Source: an optimization exercise on an open RTL-to-GDS flow (aim: small area, a short achievable clock period and few clock cycles). Production flows keep margins and buffers that such runs may drop. Only simulation tests tie the RTL to the original design; equivalence was not proved. Power is estimated from default activity; no workload was simulated.

File: design/flow/run.sh
#!/bin/bash
# synth_recipe.tcl (not shown) runs the flow's synth.tcl, then flattens the netlist and writes it again
# the make line also repeats each setting of config.mk as NAME=value (left out here)
make -C /OpenROAD-flow-scripts/flow DESIGN_CONFIG=/design/flow/config.mk WORK_HOME=/design/flow/orfs CLKGATE_MAP_FILE= SYNTH_SCRIPT=/design/flow/synth_recipe.tcl finish
File: design/flow/config.mk
export PLATFORM = sky130hd
export DESIGN_NAME = TopModule
export DESIGN_NICKNAME = TopModule
export VERILOG_FILES = /design/flow/design.v
export SDC_FILE = /design/flow/constraint.sdc
export NUM_CORES = 4
export LEC_CHECK = 0
export CAP_MARGIN = 20
export CORE_MARGIN = 2
export CORE_UTILIZATION = 40
export SETUP_SLACK_MARGIN = 1.0
export SLEW_MARGIN = 20
File: design/flow/constraint.sdc
create_clock -name core_clock -period 26.0 [get_ports {clk}]
set_input_delay 5.2000 -clock core_clock [delete_from_list [all_inputs] [get_ports {clk}]]
set_output_delay 5.2000 -clock core_clock [all_outputs]
set_load 0.01 [all_outputs]
File: design/flow/design.v
module b32adder(input [31:0] a,b, output reg [31:0] out);
    assign out = a+ b;
endmodule
module b32regen(input [31:0] in, input clk, rst, enable, output reg [31:0] out);
  reg [31:0] a;
  always@(posedge clk, posedge rst) begin
    if(rst)
      out <= 31'b0;
  else begin
    if(enable)
          out <= in;
    end
    end
endmodule
module ALU (
  input [31:0] A, B,
  input [3:0] EXE_CMD,
  input cin,
  output reg [3:0] status,
  output reg [31:0] out
);
  reg [32:0] temp;
  assign out = temp[31:0];
  always @ (*) begin	 
	 case(EXE_CMD)
		4'b0001: begin 
			temp = B;
			status = {temp[31], (temp == 32'b0), 1'b0, 1'b0};
		end
		4'b1001: begin 
			temp = ~B;
			status = {temp[31], (temp == 32'b0), 1'b0, 1'b0};
		end
		4'b0010: begin 
			temp = {A[31],A} + {B[31],B};
			status = {temp[31], (temp == 32'b0), temp[32], temp[31]^temp[32]};
		end
		4'b0011: begin 
			temp = {A[31],A} + {B[31],B} + cin;
			status = {temp[31], (temp == 32'b0), temp[32], temp[31]^temp[32]};
		end
		4'b0100: begin 
			temp = {A[31],A} - {B[31],B};
			status = {temp[31], (temp == 32'b0), temp[32], temp[31]^temp[32]};
		end
		4'b0101: begin 
			temp = {A[31],A} - {B[31],B} - cin;
			status = {temp[31], (temp == 32'b0), temp[32], temp[31]^temp[32]};
		end
		4'b0110: begin 
			temp = A & B;
			status = {temp[31], (temp == 32'b0), 1'b0, 1'b0};
		end
		4'b0111: begin 
			temp = A | B;
			status = {temp[31], (temp == 32'b0), 1'b0, 1'b0};
		end
		4'b1000: begin 
			temp = A ^ B;
			status = {temp[31], (temp == 32'b0), 1'b0, 1'b0};
		end
		default: begin
			temp = 0;
			status = {temp[31], (temp == 32'b0), 1'b0, 1'b0};
	 	end
	endcase
  end
endmodule
module ControlUnit(
	input[1:0] mode,
	input[3:0] op_code,
	input S_in,
	output reg [3:0] execute_command,
	output reg mem_write, mem_read, WB_Enable, B, S
);
always@(*)begin
	if(mode == 2'b00)begin
		case(op_code)
		4'b1101: begin 
			execute_command = 4'b0001;
			S = S_in;
			mem_read = 0; mem_write = 0; B = 0; WB_Enable = 1;
		end
		4'b1111: begin 
			execute_command = 4'b1001;
			S = S_in;
			mem_read = 0; mem_write = 0; B = 0; WB_Enable = 1;
		end
		4'b0100: begin 
			execute_command = 4'b0010;
			S = S_in;
			mem_read = 0; mem_write = 0; B = 0; WB_Enable = 1;
		end
		4'b0101: begin 
			execute_command = 4'b0011;
			S = S_in;
			mem_read = 0; mem_write = 0; B = 0; WB_Enable = 1;
		end
		4'b0010: begin 
			execute_command = 4'b0100;
			S = S_in;
			mem_read = 0; mem_write = 0; B = 0; WB_Enable = 1;
		end
		4'b0110: begin 
			execute_command = 4'b0101;
			S = S_in;
			mem_read = 0; mem_write = 0; B = 0; WB_Enable = 1;
		end
		4'b0000: begin 
			execute_command = 4'b0110;
			S = S_in;
			mem_read = 0; mem_write = 0; B = 0; WB_Enable = 1;
		end
		4'b1100: begin 
			execute_command = 4'b0111;
			S = S_in;
			mem_read = 0; mem_write = 0; B = 0; WB_Enable = 1;
		end
		4'b0001: begin  
			execute_command = 4'b1000;
			S = S_in;
			mem_read = 0; mem_write = 0; B = 0; WB_Enable = 1;
		end
		4'b1010: begin  
			execute_command = 4'b0100;
			S = 1;
			mem_read = 0; mem_write = 0; B = 0; WB_Enable = 0;
		end
		4'b1000: begin 
			execute_command = 4'b0110;
			S = 1;
			mem_read = 0; mem_write = 0; B = 0; WB_Enable = 0;
		end
		default:begin
			execute_command = 4'b0000;
			mem_read = 1'b0 ;S = 0; mem_write = 0; B = 0; WB_Enable = 0;
			end
		endcase
	end
	else
		if(mode == 2'b01)begin
			if(S_in == 1'b1)
				if(op_code == 4'b0100)begin
					execute_command = 4'b0010;
					S = 0;
					mem_read = 1'b1; mem_write = 1'b0; B = 1'b0; WB_Enable = 1'b1;
				end
				else begin
					execute_command = 4'b0000;
					mem_read = 0; S = 0; mem_write = 0; B = 0; WB_Enable = 0;
				end
			else
				if(op_code == 4'b0100)begin
					execute_command = 4'b0010;
					S = 0;
					mem_read = 1'b0; mem_write = 1'b1; B = 1'b0; WB_Enable = 1'b0;
				end
				else begin
					execute_command = 4'b0000;
					mem_read = 0; S = 0; mem_write = 0; B = 0; WB_Enable = 0;
				end
		end
	else
	if(mode == 2'b10)begin
		execute_command = 4'b0000; 
		S = 0;
		mem_read = 0; mem_write = 0; B = 1'b1; WB_Enable = 1'b0;
	end
	else begin
		execute_command = 4'b0000;
		S = 0;
		mem_read = 0; mem_write = 0; B = 1'b1; WB_Enable = 1'b0;
	end
end
endmodule
module ConditionCheck(
	input[3:0] cond,
	input [3:0] status,
	output reg out);
logic z,n,c,v;
assign n = status[3];
assign z = status[2];
assign c = status[1];
assign v = status[0];
always @(*) begin
  if(cond == 4'b0000) 
    if(z == 1'b1)
      out = 1'b1;
	  else
		  out = 1'b0;
  else
  if(cond == 4'b0001) 
    if(z == 1'b0)
      out = 1'b1;
    else
		out = 0;
  else
  if(cond == 4'b0010) 
    if(c)
      out = 1'b1;
	 else
		out = 0;
  else
  if(cond == 4'b0011) 
    if(~c)
      out = 1'b1;
    else
		out = 0;
  else
  if(cond == 4'b0100) 
    if(n)
      out = 1'b1;
	 else
		out = 0;
  else
  if(cond == 4'b0101) 
    if(~n)
      out = 1'b1;
	 else
		out = 0;
  else   
  if(cond == 4'b0110) 
    if(v)
      out = 1'b1;
	 else
		out = 0;
  else
  if(cond == 4'b0111) 
    if(~v)
      out = 1'b1;
	 else
		out = 0;
  else
  if(cond == 4'b1000) 
    if(c & ~z)
      out = 1'b1;
	 else
		out = 0;
  else
  if(cond == 4'b1001) 
    if(~c | z)
      out = 1'b1;
    else
		out = 0;
  else
  if(cond == 4'b1010) 
    if(n == v)
      out = 1'b1;
	 else
		out = 0;
  else
  if(cond == 4'b1011) 
    if(n != v)
      out = 1'b1;
	 else
		out = 0;
  else
  if(cond == 4'b1100) 
    if((n == v) & (z == 0))
      out = 1'b1;
	 else
		out = 0;
  else
  if(cond == 4'b1101) 
    if((n != v) & (z == 1))
      out = 1'b1;
	 else
		out = 0;
	else
	if(cond == 4'b1110) 
    out = 1'b1;
  else
		out = 0;
end
endmodule
module Val2_Generate(
  input [31:0] val_Rm_in,
  input imm, mem_en,
  input [11:0] shift_oprand,
  output [31:0] out
  );
reg [31:0] val2;
assign out = val2;
integer counter;
always@(*) begin
  if(mem_en)
    val2 = {{20{shift_oprand[11]}}, shift_oprand};
  else begin
    if(imm == 0)begin
        case(shift_oprand[6:5])
        2'b00:begin 
             val2 = val_Rm_in;
              for(counter = 0; counter < 31; counter = counter + 1)if(counter < shift_oprand[11:7])begin
                 val2 = {val2[30:0] , 1'b0}; 
              end
        end
      2'b01:begin 
            val2 = val_Rm_in;
              for(counter = 0; counter < 31; counter = counter + 1)if(counter < shift_oprand[11:7])begin
                 val2 = {1'b0, val2[31:1]}; 
              end
        end
        2'b10:begin 
            val2 = val_Rm_in;
              for(counter = 0; counter < 31; counter = counter + 1)if(counter < shift_oprand[11:7])begin
                 val2 = {val2[31], val2[31:1]};  
              end
        end
        2'b11:begin  
            val2 = val_Rm_in;
              for(counter = 0; counter < 31; counter = counter + 1)if(counter < shift_oprand[11:7])begin
                 val2 = {val2[0], val2[31:1]}; 
             end
        end
        endcase
    end
    else begin
      val2 = shift_oprand[7:0];
      for(counter = 0; counter < 15; counter = counter + 1)if(counter < shift_oprand[11:8])begin
        val2 = {val2[1:0], val2[31:2]};
      end
    end
  end
end
endmodule
module RegisterFile(
	input clk, rst,
	input[3:0] src1, src2, Dest_wb,
	input[31:0] Result_WB,
	input writeBackEn,
	output[31:0] reg1, reg2 
);
  reg [31:0] Registers[0:15];
  integer i;
  assign reg1 = Registers[src1];
  assign reg2 = Registers[src2];
  always @(negedge clk, posedge rst)begin
    if(rst) begin
      for (i = 0; i < 16; i = i + 1) begin
         Registers[i] = i;
      end
    end
    else
	  if (writeBackEn)
	    Registers[Dest_wb] <= Result_WB;
  end
endmodule
module Status_Reg(
  input clk, rst,
  input Load,
  input [3:0] status_in,
  output reg [3:0] status
  );
  always @ (negedge clk)begin
    if(rst)
      status <= 4'b0;
    else
      if(Load)begin
        status <= status_in;
		  end
  end
endmodule
module ForwardingUnit(
  input[3:0] src1, src2,
  input MEM_WB_EN, 
  input [3:0] MEM_Dest,
  input WB_WB_EN,
  input [3:0] WB_Dest,
  output reg [1:0] AInputSelector, BInputSelector
  );
  always@(*)begin
	if((MEM_Dest == src1) & (MEM_WB_EN))begin
			AInputSelector = 2'b01;
	end
	else begin
		if((WB_Dest == src1) & (WB_WB_EN))begin
			AInputSelector = 2'b10;
		end
		else begin
			AInputSelector = 2'b00;
		end
	end
	if((MEM_Dest == src2) & (MEM_WB_EN))begin
       BInputSelector = 2'b01;
	end
	else begin
		if((WB_Dest == src2) & (WB_WB_EN))begin
			BInputSelector = 2'b10;
		end
		else begin
			BInputSelector = 2'b00;
		end
	end
  end
endmodule
module Hazard_Unit(
    input rst,
    input [3:0] src1, src2, EXE_Dest,
    input EXE_WB_EN,
    input [3:0] Mem_Dest,
    input MEM_WB_EN,
          EXE_MEM_R_EN,  
          two_src,
          is_forwarding,  
    output hazard_detection
);
  reg out;
  assign hazard_detection = out;
  always@(*)begin  
    if(rst)
      out = 0;
    else begin
        if(is_forwarding == 1'b0) begin
			     if(two_src) begin
				      if(((EXE_WB_EN & (src2 == EXE_Dest)) | (MEM_WB_EN & (src2 == Mem_Dest)) | (MEM_WB_EN & (src1 == Mem_Dest)) | (EXE_WB_EN & (src1 == EXE_Dest))))begin
					       out = 1'b1;
				      end
				      else
				         out = 0;
			     end
	       	 else begin
				      if(((MEM_WB_EN & (src1 == Mem_Dest)) | (EXE_WB_EN & (src1 == EXE_Dest))))begin
					       out = 1'b1;
				      end
				      else
				        out = 0;
			     end
      end
      else begin
    		    if(EXE_MEM_R_EN == 1'b1)
              out = (src1 == EXE_Dest)? 1'b1: ((src2 == EXE_Dest) ? 1'b1 : 1'b0);
			    else
				    out = 0;
      end
	  end
	 end
endmodule
module IF( input clk, rst, freeze, BranchTaken,
              input [31:0]  BranchAddr,               
              input [31:0]  imem_data,
              output [31:0] imem_addr,
              output [31:0] PC, Instruction);
  wire [31:0] n4 = 32'd4;
  logic [31:0] pcin ,pcout,
              addout,instmem_out;
  assign pcin = (BranchTaken == 1'b1) ? BranchAddr : addout;
  b32regen PCReg(pcin, clk, rst, ~freeze, pcout);
  assign imem_addr = pcout;
  assign instmem_out = imem_data;
  b32adder A1(n4, pcout, addout);
  assign PC = addout;
  assign Instruction = instmem_out;
endmodule
module IF_ID(input clk, rst, flush, freeze,
            input [31:0] instruction_in, pcin,
             output reg [31:0] Instruction, PC);
  always@(posedge clk, posedge rst ) begin
    if(rst)
      {Instruction, PC} = 64'b0;
    else begin
       if(flush)
        {Instruction, PC} = 64'b0;
       else begin
         if (~freeze) begin
            Instruction <= instruction_in;
            PC <= pcin;  
         end
     end
   end
  end
endmodule
module ID(
    input clk, rst,
    input [31:0] PC_in, Instruction,
    input [31:0] Result_WB,
    input writeBackEn,
    input [3:0] Dest_wb,
    input hazard,
    input [3:0] Status,
    output [8:0] control_out,
    output [31:0] PC, Val_Rn ,Val_Rm,
    output imm,
    output [11:0] shift_op,
    output [23:0] signed_imm_24,
    output [3:0] Dest,
    output [3:0] src1, src2,
    output two_src
);
    logic[3:0] reg2;
    logic CC_Out,
          C_mem_write, C_mem_read, C_WB_Enable, C_B, C_S,
          CUO_Selector;
    logic[3:0] C_execute_command;
	  assign PC = PC_in; 
    assign reg2 = C_mem_write ? Instruction[15:12] : Instruction[3:0];
    assign src2 = reg2;
    assign src1 = Instruction[19:16];
    assign CUO_Selector = ~CC_Out | hazard;
    assign control_out = CUO_Selector ? 9'b0 : {C_S, C_B, C_execute_command, C_mem_write, C_mem_read, C_WB_Enable}; 
    assign imm = Instruction[25];
    assign shift_op = Instruction[11:0];
    assign signed_imm_24 = Instruction[23:0];
    assign Dest = Instruction[15:12];
    assign two_src = C_mem_write | ~Instruction[25]; 
    ControlUnit CU(Instruction[27:26], Instruction[24:21], Instruction[20],
	               C_execute_command, C_mem_write, C_mem_read, C_WB_Enable, C_B, C_S);
    ConditionCheck CC(Instruction[31:28], Status, CC_Out);
    RegisterFile RF(clk, rst, Instruction[19:16], reg2 , Dest_wb,Result_WB,
                writeBackEn, Val_Rn, Val_Rm);
endmodule
module ID_EX(
    input clk, rst, flush,
    input WB_EN_in, MEM_W_EN_in, MEM_R_EN_in, imm_in,
     B_in, S_in,
    input [3:0] EXE_CMD_in,
    input [31:0] PC_in, Val_Rn_in, Val_Rm_in,
    input [11:0] shift_op_in,
    input [23:0] signed_imm_24_in,
    input [3:0] Dest_in, src1_in, src2_in,
    input  C_in,
    output reg [3:0] src1, src2,
    output reg [31:0] PC,
    output reg WB_EN, MEM_W_EN, MEM_R_EN, B, S, imm,
    output reg [3:0] EXE_CMD,
    output reg [31:0] val_Rn, val_Rm,
    output reg [11:0] shift_oprand,
    output reg [23:0] signed_imm_24,
    output reg [3:0] Dest,
    output reg  C);
always@(posedge rst, posedge clk)begin
  if (rst) begin
    {src1, src2, PC, WB_EN, MEM_W_EN, MEM_R_EN, B, S, imm, EXE_CMD, val_Rn, val_Rm, shift_oprand, signed_imm_24, Dest, C} <= 0;
  end
  else
    if(flush)begin
      {src1, src2, PC, WB_EN, MEM_W_EN, MEM_R_EN, B, S, imm, EXE_CMD, val_Rn, val_Rm, shift_oprand, signed_imm_24, Dest, C} <= 0; 
    end
    else begin
    src1 <= src1_in;
    src2 <= src2_in;
    PC <= PC_in;
    WB_EN <= WB_EN_in;
    MEM_W_EN <= MEM_W_EN_in;
    MEM_R_EN <= MEM_R_EN_in;
    B <= B_in;
    S <= S_in;
    imm <= imm_in;
    EXE_CMD <= EXE_CMD_in;
    val_Rn <= Val_Rn_in;
    val_Rm <= Val_Rm_in;
    shift_oprand <= shift_op_in;
    signed_imm_24 <= signed_imm_24_in;
    Dest <= Dest_in;
    C <= C_in;
  end
end
endmodule
module EXE(
    input clk, rst,
    input [3:0] EXE_CMD,
    input MEM_R_EN, MEM_W_EN, WB_EN, 
    input [31:0] PC,
    input [31:0] val_Rn, val_Rm, ALU_Res, WB_Val,
    input imm, 
    input [11:0] shift_oprand,
    input [23:0] signed_imm_24,
    input C_in,
    input [3:0] Dest,
    input [1:0] Sel_src1, Sel_src2,
    output [31:0] PC_out, ALU_result, Br_addr, val_Rm_out,
    output [3:0] status,
    output [3:0] Dest_out,
    output WB_EN_out, MEM_W_EN_out, MEM_R_EN_out
);
 logic mem_en;
 logic[31:0] val1, val2, val_gen_in;
 assign val1 = (Sel_src1 == 2'b00) ? val_Rn : ((Sel_src1 == 2'b01) ? ALU_Res : ((Sel_src1 == 2'b10) ? WB_Val : 32'b0));
 assign val_gen_in = (Sel_src2 == 2'b00) ? val_Rm : ((Sel_src2 == 2'b01) ? ALU_Res : ((Sel_src2 == 2'b10) ? WB_Val : 32'b0));
 assign mem_en = MEM_R_EN | MEM_W_EN;
 assign val_Rm_out = val_gen_in;
 assign Dest_out = Dest;
 assign WB_EN_out = WB_EN;
 assign MEM_W_EN_out = MEM_W_EN;
 assign MEM_R_EN_out = MEM_R_EN;
 assign PC_out = PC;
 Val2_Generate V2G(val_gen_in, imm, mem_en, shift_oprand, val2);
 ALU alu(val1, val2, EXE_CMD, C_in, status, ALU_result);
 b32adder adder(PC, {{{8{signed_imm_24[23]}}, signed_imm_24}<<2},Br_addr);
endmodule
module EXE_MEM(
    input clk, 
    input rst,
    input [31:0] PC, ALU_Result, Val_Rm ,
    input WB_EN, MEM_R_EN, MEM_W_EN,
    input [3:0] Dest,
    output reg [31:0] PC_out, ALU_res_out, Val_Rm_out,
    output reg WB_EN_out, MEM_R_EN_out, MEM_W_EN_out, 
    output reg [3:0]Dest_out
);
always@(posedge clk, posedge rst)
  if (rst) begin
    {PC_out, ALU_res_out, Val_Rm_out, WB_EN_out, MEM_R_EN_out, MEM_W_EN_out, Dest_out} <= 0;
  end
  else begin
    PC_out <= PC;
    ALU_res_out <= ALU_Result;
    Val_Rm_out <= Val_Rm;
    WB_EN_out <= WB_EN;
    MEM_R_EN_out <= MEM_R_EN;
    MEM_W_EN_out <= MEM_W_EN;
    Dest_out <= Dest;
  end
endmodule
module MEM(
    input clk, rst, 
    input MEM_W_EN, MEM_R_EN, WB_EN,
    input [31:0] ALU_result_in,
    input [31:0] PC, val_Rm,
    input [3:0] Dest_in,
    input [31:0] dmem_rdata,
    output [3:0] Dest_out,
    output WB_EN_out, MEM_R_EN_out, 
    output [31:0] PC_out, data, ALU_result,
    output [31:0] dmem_addr, dmem_wdata,
    output dmem_we, dmem_re
);
  logic [31:0] address;
  assign PC_out = PC;
  assign ALU_result = ALU_result_in;
  assign Dest_out = Dest_in;
  assign address = ALU_result_in - 32'd1024;
  assign WB_EN_out = WB_EN;
  assign MEM_R_EN_out = MEM_R_EN;
  assign dmem_addr = address;
  assign dmem_wdata = val_Rm;
  assign dmem_we = MEM_W_EN;
  assign dmem_re = MEM_R_EN;
  assign data = MEM_R_EN ? dmem_rdata : 32'b0;
endmodule
module MEM_WB(
    input clk, rst,
    input [31:0] PC,
    input WB_EN, MEM_R_EN,
    input [31:0] ALU_result, data,
    input [3:0] Dest,
    output reg WB_EN_out, MEM_R_EN_out, 
    output reg [3:0] Dest_out,
    output reg [31:0] ALU_result_out, data_out, PC_out
);
always@(posedge clk, posedge rst)
  if (rst) begin
    {WB_EN_out, MEM_R_EN_out, Dest_out, ALU_result_out, data_out, PC_out} <= 0;
  end
  else begin
    WB_EN_out <= WB_EN;
    MEM_R_EN_out <= MEM_R_EN;
    Dest_out <= Dest;
    ALU_result_out <= ALU_result;
    data_out <= data;
    PC_out <= PC;
  end
endmodule
module WB(
    input clk, rst, 
    input [3:0] WB_Dest,
    input WB_EN, MEM_R_EN,
    input [31:0] ALU_result, data, PC,
    output [3:0] WB_Dest_out,
    output WB_EN_out,
    output [31:0] WB_Value
);
assign WB_Dest_out = WB_Dest;
assign WB_EN_out = WB_EN;
assign WB_Value = MEM_R_EN ? data : ALU_result;
endmodule
module TopModule(input clk, rst,
  output [31:0] imem_addr,
  input  [31:0] imem_data,
  output [31:0] dmem_addr, dmem_wdata,
  output        dmem_we, dmem_re,
  input  [31:0] dmem_rdata);
  wire is_forwarding = 1'b1;
  logic       hazard, imm, two_src, B, S, 
              EX_WB_EN, EX_MEM_W_EN, EX_MEM_R_EN, EX_imm, EX_C,
              EX_WB_EN_out, EX_MEM_W_EN_out, EX_MEM_R_EN_out,
              MEM_WB_EN, MEM_MEM_R_EN, MEM_MEM_W_EN,
              MEM_WB_EN_out, MEM_MEM_R_EN_out,
              WB_WB_EN, WB_MEM_R_EN, WB_EN;
  logic[1:0]  Sel_src1, Sel_src2;          
  logic[3:0]  status, Dest_wb,
              Dest, src1, src2,
              EXE_CMD, EX_Dest, EX_src1_in, EX_src2_in,
              status_in, EX_Dest_out,
              MEM_Dest, MEM_Dest_out,
              WB_Dest;
  logic [8:0] control_out;
  logic[11:0] shift_op,
              EX_shift_oprand;
  logic[23:0] signed_imm_24,
              EX_signed_imm_24;
  logic[31:0] BranchAddr, Val_Rn ,Val_Rm, ALU_result, ALU_result_out,
              IF_PC_out,IF_instruction_out,
              ID_PC_in, ID_PC_out, ID_instruction_in, 
              EX_PC_in, EX_PC_out, EX_val_Rn, EX_val_Rm, EX_Val_Rm_out,
              MEM_PC_in, MEM_PC_out, MEM_data, MEM_ALU_result, MEM_Val_Rm,
              WB_PC_in, Result_WB, WB_data, WB_ALU_result;
  IF If(clk, rst, hazard, B, BranchAddr, imem_data, imem_addr, IF_PC_out, IF_instruction_out);
  IF_ID if_id(clk, rst, B, hazard, IF_instruction_out, IF_PC_out, ID_instruction_in, ID_PC_in);
 ID id(clk, rst, ID_PC_in, ID_instruction_in, Result_WB , WB_EN,
    Dest_wb, hazard, status, control_out, ID_PC_out, Val_Rn , Val_Rm,
    imm, shift_op, signed_imm_24, Dest, src1 , src2, two_src); 
 ID_EX id_ex(clk, rst, B, control_out[0], control_out[2], control_out[1], imm,
     	     control_out[7], control_out[8], control_out[6:3],
    	     ID_PC_out, Val_Rn, Val_Rm, shift_op, signed_imm_24, Dest, src1, src2, status[1], 
	     EX_src1_in, EX_src2_in, EX_PC_in, EX_WB_EN, EX_MEM_W_EN, EX_MEM_R_EN, B, S, EX_imm, EXE_CMD, EX_val_Rn, 
	     EX_val_Rm, EX_shift_oprand, EX_signed_imm_24, EX_Dest, EX_C);
 Hazard_Unit HU(rst, src1, src2, EX_Dest, EX_WB_EN, MEM_Dest, MEM_WB_EN, EX_MEM_R_EN, two_src, is_forwarding, hazard);
 EXE exe(clk, rst, EXE_CMD, EX_MEM_R_EN, EX_MEM_W_EN, EX_WB_EN, EX_PC_in, EX_val_Rn, 
	       EX_val_Rm, ALU_result_out, Result_WB, EX_imm, EX_shift_oprand, EX_signed_imm_24, EX_C, EX_Dest,
         Sel_src1, Sel_src2, EX_PC_out, ALU_result, BranchAddr, EX_Val_Rm_out,
         status_in, EX_Dest_out, EX_WB_EN_out, EX_MEM_W_EN_out, EX_MEM_R_EN_out);
 EXE_MEM exe_mem(clk, rst, EX_PC_out, ALU_result, EX_Val_Rm_out, EX_WB_EN_out, 
		 EX_MEM_R_EN_out, EX_MEM_W_EN_out, EX_Dest_out,
		 MEM_PC_in,  ALU_result_out, MEM_Val_Rm, MEM_WB_EN, 
		 MEM_MEM_R_EN, MEM_MEM_W_EN, MEM_Dest);
 Status_Reg SR(clk, rst, S, status_in, status);
 ForwardingUnit FU(EX_src1_in, EX_src2_in, MEM_WB_EN, MEM_Dest,
                  WB_EN, Dest_wb, Sel_src1, Sel_src2);
 MEM mem(clk, rst, MEM_MEM_W_EN, MEM_MEM_R_EN, MEM_WB_EN,
    	 ALU_result_out, MEM_PC_in, MEM_Val_Rm, MEM_Dest, dmem_rdata,
 	 MEM_Dest_out, MEM_WB_EN_out, MEM_MEM_R_EN_out, 
    	 MEM_PC_out, MEM_data, MEM_ALU_result,
    	 dmem_addr, dmem_wdata, dmem_we, dmem_re); 
 MEM_WB mem_wb(clk, rst, MEM_PC_out, MEM_WB_EN_out, MEM_MEM_R_EN_out,
    	      MEM_ALU_result, MEM_data, MEM_Dest_out, 
	       WB_WB_EN, WB_MEM_R_EN, WB_Dest, 
	       WB_ALU_result, WB_data, WB_PC_in);
 WB wb(clk, rst, WB_Dest, WB_WB_EN, WB_MEM_R_EN,
       WB_ALU_result, WB_data, WB_PC_in,
       Dest_wb, WB_EN, Result_WB);
endmodule
==> results.json <==
{
  "ys_warn_count": 16,
  "synth_cells": 8124,
  "grt_max_degree": 204,
  "hold_viol": 0,
  "grt-ovfl-total": 0,
  "synth_edf_count": 0,
  "async_reset_ff_frac": 0.995,
  "crit_type": "flop to flop",
  "htreeDepth": 3,
  "max_stage_delay_ns": 0.52,
  "die_h_um": 404,
  "root_buffer": "clkbuf_16",
  "hold_path_startpoint": "id_ex.WB_EN$_DFF_PP0_",
  "cts_buffers": 90,
  "power.density_mw_per_mm2": 137,
  "cp.buffers_inverters": 8,
  "routed.top_layer": "met5",
  "cap_viol_max_count": 0,
  "wire_per_inst_um": 37.3,
  "remaining_drc_errors": 0,
  "cp_slowest_cell": "or4_1",
  "multi_input_area_sq_mm": 0.0397,
  "dr.pass1.iters": 13,
  "fin_skew_ns": 0.0755,
  "cp_max_fo": 17,
  "ys_types": 113,
  "finalHoldWorstSlack_ns": 0.360,
  "clockBufferDepth": 3,
  "wl_met2_um": 168000,
  "netlist_area_sq_mm": 0.0641,
  "critPathRequiredTime_ns": 13.62,
  "post-route-util": 0.490,
  "drv_slew": 0,
  "nets": 8906,
  "antenna_found_initial": 28,
  "core_area_sq_mm": 0.159,
  "tns_ns": 0,
  "wl_met1_um": 143000,
  "vias": 76600,
  "routed_wl_um": 405000,
  "slew_headroom": 0.101,
  "rows": 146,
  "cp_top_family": "compound AO/OA/AOI/OAI gates",
  "drive_gt1_frac": 0.178,
  "rsz0062_at_grt": "false",
  "peakVddDrop_uv": 75.7,
  "outcome": "complete, no violations",
  "synth_seq_cells": 888,
  "syn-num-nets": 8324,
  "synthToLayoutAreaGrowth_pct": 21.4,
  "ioPinCount": 164,
  "drtIter0Drc": 11600,
  "start_util": 0.404,
  "synth_top_cell_by_area": "dfrtn_1",
  "dpl.hpwl_um": 279000,
  "clock-sinks": 888,
  "synth_seq_area_share": 0.347,
  "die_area_sq_mm": 0.163,
  "ctsHoldBuffers": 0,
  "crit_path_frequent_cell": "buf_4",
  "fin_area_sq_mm": 0.0778,
  "placed_area_sq_mm": 0.0735,
  "worstSetupStartpointType": "flop",
  "final_cells": 10900,
  "hp-class": "flop to flop",
  "avgViaCountPerCell": 7.05,
  "seqCellArea_sq_mm": 0.0223,
  "preCtsSetupSlack_ns": 0.557,
  "fillers": 15500,
  "finalWorstSetupSlack_ns": 1.17,
  "yosys-top-cells-count": "nor2_1 (955), a21oi_1 (927), nand2_1 (736)",
  "die_w_um": 404,
  "tritoncts": "yes",
  "grt_pass1_vias": 72900,
  "startpoint": "mem_wb.Dest_out[3]$_DFF_PP0_",
  "synth_ff_type": "dfrtn_1",
  "dp.cells": 10600,
  "fin_total_pwr_mw": 10.7,
  "synth.area.top_cells": "dfrtn_1 (19%), dfrtp_1 (15%), a21oi_1 (7.2%), nor2_1 (5.6%), a22oi_1 (4.9%)",
  "globalplace.congestion": 1.11,
  "critPathArrivalTime_ns": 12.45,
  "syn_area_per_cell_sq_um": 7.89,
  "grt_pass1_wl_um": 564000,
  "worstMarginPinSlew_ns": 1.34,
  "reg2reg_from": "mem_wb.Dest_out[3]$_DFF_PP0_",
  "critPathCaptureType": "flop",
  "yosysMostFrequentCell": "nor2_1",
  "clk-insertion-delay-late_ns": 0.73,
  "synth_top_area_frac": 0.188,
  "track_usage": 0.481,
  "portBuffers": 163,
  "setup_viol": 0,
  "wl_met3_um": 49200,
  "leakagePower_nw": 32.7,
  "path_clk_slew_ns": 0.06,
  "ant_nets": 0
}
[worst paths after layout]
kind                                                       end  slack [ns]  depth (start not counted)
min reg2reg                        exe_mem.WB_EN_out$_DFF_PP0_        0.36                          0
max in group asynchronous  id.RF.Registers[12][16]$_DFFE_NP0P_        4.99                          6
max                                  SR.status[2]$_SDFFE_NP0P_        1.17                         48
min in group asynchronous        mem_wb.data_out[30]$_DFF_PP0_        5.05                          2
max reg2reg                          SR.status[2]$_SDFFE_NP0P_        1.17                         48
min                                exe_mem.WB_EN_out$_DFF_PP0_        0.36                          0
[cells in the final DEF, fill, tap and decap left out, types with 29 or more instances in the layout]
master / instances
nor2b_1: 70
o221a_2: 77
o21ai_0: 598
clkdlybuf4s50_1: 163
o21ai_1: 29
dfrtp_1: 364
o31ai_1: 52
nor4_1: 47
ha_1: 131
a221oi_1: 132
mux2i_1: 97
nand3_1: 252
dfrtn_1: 480
clkbuf_16: 92
nor2_4: 39
inv_1: 166
o22ai_1: 121
nor2_1: 901
and3_1: 70
xor2_1: 90
a31oi_1: 76
dfstp_2: 32
nand2b_1: 36
xnor2_1: 150
a22o_1: 73
nand2_1: 731
buf_4: 968
a21oi_1: 918
a22oi_1: 413
nor3_1: 136
nand4_1: 140
and2_1: 59
o221ai_1: 69
o211ai_1: 110
a211oi_1: 107
[sequential cells by signal, indices dropped and copies added (netlist names), 32 cells and up]
name,count
If.PCReg.out,32
exe_mem.ALU_res_out,32
exe_mem.Val_Rm_out,32
id.RF.Registers,512
id_ex.PC,32
id_ex.val_Rm,32
id_ex.val_Rn,32
if_id.Instruction,32
if_id.PC,32
mem_wb.ALU_result_out,32
mem_wb.data_out,32
[layer usage]
layer,vias up,GRT usage
met5,-,0
met4,22,0.412
met3,2077,0.156
met2,6232,0.704
met1,36800,0.567
li1,31500,-
[power by group]
group | internal, mW | leakage (nW) | switching (mW)
sequential | 1.79 | 11.7 | 0.403
combinational | 2.57 | 19.2 | 4.46
clock | 0.801 | 1.73 | 0.629
total | 5.16 | 32.7 | 5.49
[final cells by class]
type	instances	area share
multi-input cells	6391	0.511
flip-flops and latches	888	0.286
repair buffers	1153	0.120
clock buffers	130	0.0337
well taps	2072	0.0333
clock inverters	73	0.00862
inverters	146	0.00711
diodes	19	0.000611
[cell families after synthesis]
kind of cell / after synthesis / share of synthesized area
adder cells (fa/ha/maj): 135 / 0.0267
flip-flops: 888 / 0.347
XOR/XNOR: 243 / 0.0332
multiplexers: 135 / 0.0217
buffers and inverters: 848 / 0.0522
AND/OR/NAND/NOR: 2674 / 0.190
AO/OA/AOI/OAI: 3201 / 0.329
[what timing repair did]
item	4_1_cts	5_1_grt
pin swaps	1	17
setup endpoints to repair	4	4
resized for setup	13	110
buffers inserted	2	30
cloned	0	3
Testbench counts, summed over its fixed seeds: cycles 34,121.
